Background: an optimization exercise with open tools, aiming at small area. Do not read the settings as production practice.
Function was checked by simulation only, so behaviour that the tests miss may differ from the original.
The flow treats the clock pin as an ideal source, which a real chip does not have.
Power figures rest on the tool's default switching activity, not on a simulated workload.

== onyx ==
Design VendingMachine_top, start of the top module:
module VendingMachine_top(
    input [3:0] BTN,
    input [4:0] SW,
    input clk,
    input rst,
    output [3:0] AN,
    output [6:0] a_to_g,
    output point);
Size: ~460 cells after synthesis, ~90 flip-flops, about 23 I/O pins, roughly 3600 um^2 of cells after synthesis.
Settings: LEC_CHECK=0, CAP_MARGIN=20, CORE_MARGIN=2, CORE_UTILIZATION=60, PLACE_DENSITY=0.7, SLEW_MARGIN=20; clock period 10.0 ns.
standard.sh (not shown) runs the stock make flow with config.mk's settings and CLKGATE_MAP_FILE= SYNTH_SCRIPT=/design/flow/synth_recipe.tcl, a recipe that flattens the netlist after the stock synthesis.
==> flow/flow/run.sh <==
#!/bin/bash
# Own layout flow: the standard ORFS steps (standard.sh), with
#  - an area-oriented synthesis: the standard synthesis script with Yosys's
#    extract_fa skipped and ABC run as &deepsyn + the area mapper amap for
#    12 seeds (4 at a time), keeping the smallest netlist
#    (flow/my_synth.tcl); registers come out as in the standard synthesis;
#  - minimum-size port buffers (buf_1) instead of clkdlybuf4s50_1;
#  - CTS's clock tree without dummy loads, its leaf buffers then sized
#    down to what keeps the register clock slew at most 105 ps
#    (flow/post_cts.tcl).
# Each step's full output goes to a log file in this folder.
set -euo pipefail
HERE=$(pwd)
export MY_ABC_DIR=$HERE/abc
export MY_ABC_SEEDS="1 2 3 4 5 6 7 8 9 10 11 12"
export MY_ABC_TIME=40
export MY_ABC_PAR=4
mkdir -p "$MY_ABC_DIR"

bash standard.sh SYNTH_SCRIPT=$HERE/flow/my_synth.tcl synth > synth.log 2>&1

export MY_CLK_PORT=clk
export MY_CLK_ROOT_CELL=sky130_fd_sc_hd__clkbuf_8
export MY_CLK_LEAF_CELLS="sky130_fd_sc_hd__clkbuf_2 sky130_fd_sc_hd__clkbuf_4 sky130_fd_sc_hd__clkbuf_8 sky130_fd_sc_hd__clkbuf_16"
export MY_CLK_SLEW_NS=0.105
bash standard.sh \
  BUFFER_PORTS_ARGS="-buffer_cell sky130_fd_sc_hd__buf_1" \
  CTS_ARGS="-buf_list sky130_fd_sc_hd__clkbuf_8 -root_buf sky130_fd_sc_hd__clkbuf_8 -sink_clustering_enable -dont_use_dummy_load" \
  POST_CTS_TCL=$HERE/flow/post_cts.tcl \
  finish > layout.log 2>&1
==> flow/flow/my_synth.tcl <==
# Standard synthesis script (synth_recipe.tcl), with two changes for area:
# Yosys's extract_fa is skipped, and ABC maps with an area script
# (&deepsyn, then the area mapper amap). The ABC runs for several random
# seeds go in parallel on the same extracted logic; the smallest mapped
# netlist is then read back through Yosys's abc pass. Registers are
# untouched (ABC only maps the logic between them).
proc synth {args} { yosys synth -nofsm -noshare {*}$args }
proc extract_fa {args} { puts "own synthesis: extract_fa skipped" }
proc abc {args} {
  set dir $::env(MY_ABC_DIR)
  set i [lsearch -exact $args -script]
  set abcbin [file join [file dirname [info nameofexecutable]] yosys-abc]
  if { ![file executable $abcbin] } { set abcbin yosys-abc }
  yosys design -save pre_abc
  # 1. Let the abc pass write out the logic (input.blif) and its script.
  set f [open $dir/dump.script w]
  puts $f "strash"
  close $f
  lset args [expr {$i + 1}] $dir/dump.script
  file mkdir $dir/dump
  set old [pwd]
  cd $dir/dump
  yosys abc -nocleanup {*}$args
  cd $old
  set tmp [lindex [glob -directory $dir/dump -type d _tmp_yosys-abc-*] 0]
  set hdr {}
  set f [open $tmp/abc.script r]
  foreach line [split [read $f] "\n"] {
    if { [regexp {^(read_lib|read_constr) } $line] } { lappend hdr $line }
  }
  close $f
  yosys design -load pre_abc
  # 2. Map with each seed, in parallel batches.
  set jobs {}
  foreach seed $::env(MY_ABC_SEEDS) {
    set f [open $dir/seed$seed.script w]
    puts $f "read_blif $tmp/input.blif"
    foreach line $hdr { puts $f $line }
    puts $f "strash\n&get -n\n&st\n&deepsyn -T $::env(MY_ABC_TIME) -S $seed\n&dch -f\n&put\namap -F 4\ntopo\nwrite_blif $dir/seed$seed.blif\nstime"
    close $f
    lappend jobs "$abcbin -f $dir/seed$seed.script > $dir/seed$seed.log 2>&1"
  }
  set par $::env(MY_ABC_PAR)
  for { set k 0 } { $k < [llength $jobs] } { incr k $par } {
    set batch [lrange $jobs $k [expr {$k + $par - 1}]]
    exec sh -c "[join $batch { & }] & wait"
  }
  # 3. Keep the smallest.
  set best 1e18
  set bestseed -1
  foreach seed $::env(MY_ABC_SEEDS) {
    set f [open $dir/seed$seed.log r]
    set log [read $f]
    close $f
    if { [regexp {Area =\s*([0-9.]+)} [regsub -all {\x1b\[[0-9;]*m} $log ""] -> area] && [file exists $dir/seed$seed.blif] } {
      puts "own synthesis: seed $seed area $area"
      if { $area < $best } {
        set best $area
        set bestseed $seed
      }
    }
  }
  if { $bestseed < 0 } { error "own synthesis: no ABC run finished" }
  puts "own synthesis: kept seed $bestseed (logic area $best)"
  # 4. Read the chosen netlist back through the abc pass.
  set f [open $dir/final.script w]
  puts $f "read_blif $dir/seed$bestseed.blif"
  close $f
  lset args [expr {$i + 1}] $dir/final.script
  yosys abc {*}$args
}
source $::env(SCRIPTS_DIR)/synth.tcl
# left out here: clear keep_hierarchy, flatten, clean up, hide names made inside functions, write 1_2_yosys.v
==> flow/flow/post_cts.tcl <==
# Resize the clock buffers that CTS built (a root buffer and leaf buffers
# of at most 15 registers each). Every leaf starts at the smallest size in
# MY_CLK_LEAF_CELLS and is stepped up until the estimated slew at each of
# its register clock pins is at most MY_CLK_SLEW_NS. The tree's shape and
# every register's path (two buffers) are unchanged.
set block [ord::get_db_block]
set db [ord::get_db]
set sizes $::env(MY_CLK_LEAF_CELLS)
set target $::env(MY_CLK_SLEW_NS)
proc out_net { inst } {
  foreach it [$inst getITerms] {
    if { [$it getIoType] == "OUTPUT" } { return [$it getNet] }
  }
  return ""
}
set root [$block findInst "clkbuf_0_$::env(MY_CLK_PORT)"]
$root swapMaster [$db findMaster $::env(MY_CLK_ROOT_CELL)]
set leaves {}
foreach it [[out_net $root] getITerms] {
  set inst [$it getInst]
  if { $inst == $root } { continue }
  if { [string match "sky130_fd_sc_hd__clkbuf_*" [[$inst getMaster] getName]] } {
    lappend leaves $inst
    set level([$inst getName]) 0
    $inst swapMaster [$db findMaster [lindex $sizes 0]]
  }
}
set_propagated_clock [all_clocks]
for { set iter 0 } { $iter < [llength $sizes] } { incr iter } {
  estimate_parasitics -placement
  set changed 0
  foreach inst $leaves {
    set name [$inst getName]
    set mx 0
    foreach p [get_pins -of_objects [get_nets [[out_net $inst] getName]] -filter "direction==input"] {
      set s [get_property $p slew_max]
      if { $s > $mx } { set mx $s }
    }
    puts "post_cts: iter $iter leaf $name [[$inst getMaster] getName] max slew $mx"
    if { $mx > $target && $level($name) < [llength $sizes] - 1 } {
      incr level($name)
      $inst swapMaster [$db findMaster [lindex $sizes $level($name)]]
      set changed 1
    }
  }
  if { !$changed } { break }
}
set_placement_padding -global -left 0 -right 0
detailed_placement
estimate_parasitics -placement
repair_timing -hold
detailed_placement
check_placement -verbose
report_clock_skew
> inputs changed (onyx -> yarrow)
- a change of CORE_UTILIZATION from 60 to 70
- a change of PLACE_DENSITY from 0.7 to 0.8
-- flow/flow/run.sh --
<<< onyx, line 7
#  - minimum-size port buffers (buf_1) instead of clkdlybuf4s50_1;
#  - CTS's clock tree without dummy loads, its leaf buffers then sized
#    down to what keeps the register clock slew at most 105 ps
>>> yarrow, line 7
#  - minimum-size port buffers (buf_1) instead of clkdlybuf4s50_1;
#  - CTS's clock tree without dummy loads, with a clkbuf_4 root; its leaf
#    buffers are then sized
#    down to what keeps the register clock slew at most 105 ps
<<< onyx, line 22
export MY_CLK_PORT=clk
export MY_CLK_ROOT_CELL=sky130_fd_sc_hd__clkbuf_8
export MY_CLK_LEAF_CELLS="sky130_fd_sc_hd__clkbuf_2 sky130_fd_sc_hd__clkbuf_4 sky130_fd_sc_hd__clkbuf_8 sky130_fd_sc_hd__clkbuf_16"
>>> yarrow, line 23
export MY_CLK_PORT=clk
export MY_CLK_ROOT_CELL=sky130_fd_sc_hd__clkbuf_4
export MY_CLK_LEAF_CELLS="sky130_fd_sc_hd__clkbuf_2 sky130_fd_sc_hd__clkbuf_4 sky130_fd_sc_hd__clkbuf_8 sky130_fd_sc_hd__clkbuf_16"
-- flow/flow/my_synth.tcl --
<<< onyx, line 38
    foreach line $hdr { puts $f $line }
    puts $f "strash\n&get -n\n&st\n&deepsyn -T $::env(MY_ABC_TIME) -S $seed\n&dch -f\n&put\namap -F 4\ntopo\nwrite_blif $dir/seed$seed.blif\nstime"
    close $f
>>> yarrow, line 38
    foreach line $hdr { puts $f $line }
    puts $f "strash\n&get -n\n&st\n&deepsyn -T $::env(MY_ABC_TIME) -S $seed\n&dch -f\n&put\namap -F 4 -A 16\ntopo\nwrite_blif $dir/seed$seed.blif\nstime"
    close $f
Findings:
Of the two values seen for slowest cell on the critical path, o221ai_1 was produced by onyx and nor2_1 by yarrow. onyx → yarrow: via count shows an increase of 99, minimum setup slack in the final design shows a reduction of 0.15 ns, routed length on met3 shows an increase of about 18%.
For quartz, these inputs were changed with respect to yarrow:
-- flow/flow/run.sh --
<<< yarrow, line 7
#  - minimum-size port buffers (buf_1) instead of clkdlybuf4s50_1;
#  - CTS's clock tree without dummy loads, with a clkbuf_4 root; its leaf
#    buffers are then sized
#    down to what keeps the register clock slew at most 105 ps
>>> quartz, line 7
#  - minimum-size port buffers (buf_1) instead of clkdlybuf4s50_1;
#  - CTS's clock tree without dummy loads, its leaf buffers then sized
#    down to what keeps the register clock slew at most 105 ps
<<< yarrow, line 23
export MY_CLK_PORT=clk
export MY_CLK_ROOT_CELL=sky130_fd_sc_hd__clkbuf_4
export MY_CLK_LEAF_CELLS="sky130_fd_sc_hd__clkbuf_2 sky130_fd_sc_hd__clkbuf_4 sky130_fd_sc_hd__clkbuf_8 sky130_fd_sc_hd__clkbuf_16"
>>> quartz, line 22
export MY_CLK_PORT=clk
export MY_CLK_ROOT_CELL=sky130_fd_sc_hd__clkbuf_8
export MY_CLK_LEAF_CELLS="sky130_fd_sc_hd__clkbuf_2 sky130_fd_sc_hd__clkbuf_4 sky130_fd_sc_hd__clkbuf_8 sky130_fd_sc_hd__clkbuf_16"
-- flow/flow/my_synth.tcl --
<<< yarrow, line 38
    foreach line $hdr { puts $f $line }
    puts $f "strash\n&get -n\n&st\n&deepsyn -T $::env(MY_ABC_TIME) -S $seed\n&dch -f\n&put\namap -F 4 -A 16\ntopo\nwrite_blif $dir/seed$seed.blif\nstime"
    close $f
>>> quartz, line 38
    foreach line $hdr { puts $f $line }
    puts $f "strash\n&get -n\n&st\n&deepsyn -T $::env(MY_ABC_TIME) -S $seed\n&dch -f\n&put\namap -F 4\ntopo\nwrite_blif $dir/seed$seed.blif\nstime"
    close $f
--- outcome ---
| placed cell area | yarrow vs quartz | ≈ equal |. The power on yarrow is in line with that on quartz. Per the comparison of quartz with yarrow, proportion of power drawn by combinational gates now sits lower; met2 usage in global routing has decreased; final cell count without fillers +2; source-to-sink clock delay at the later pin of the worst-skew pair went down 0.07 ns. From quartz to yarrow, number of remaining DRC errors did not move at all. Any difference in sequential share of layout area between yarrow and quartz is small enough to ignore. Looking only at utilization, and setting everything else aside, the higher value of quartz and yarrow goes to quartz. Final cell area excluding filler cells (quartz over yarrow): increase, 13 um^2.

==> afterwards: timing with drivers on the ports <==
In the flow no input, the clock included, has a driving cell. The finished layouts below were timed again as built, in two steps.
Step 1 assumes that a clkbuf_16 drives the clock port and a buf_2 every other input.
Step 2 adds t to the input delays and takes it off the output delays; t is the mean of the earliest and latest rising clock arrival at the registers after step 1. Input paths then give back, and output paths get back, about the clock's delay inside the block.
Slacks: ideal ports / drivers / drivers and shift; pairs: ideal ports / drivers.
| run | t, ns | setup WS [ns] | clock arrival spread, ns | worst register clock-pin slew, ns | worst data-port slew with drivers (ns) |
|---|---|---|---|---|---|
| onyx | 0.363 | 3.985 / 3.956 / 4.319 | 0.028 / 0.029 | 0.10 / 0.10 | 0.04 |
| yarrow | 0.451 | 3.833 / 3.804 / 4.255 | 0.027 / 0.026 | 0.10 / 0.10 | 0.04 |
| quartz | 0.374 | 3.853 / 3.824 / 4.198 | 0.034 / 0.034 | 0.11 / 0.11 | 0.04 |
After both steps every run listed still meets setup and hold.
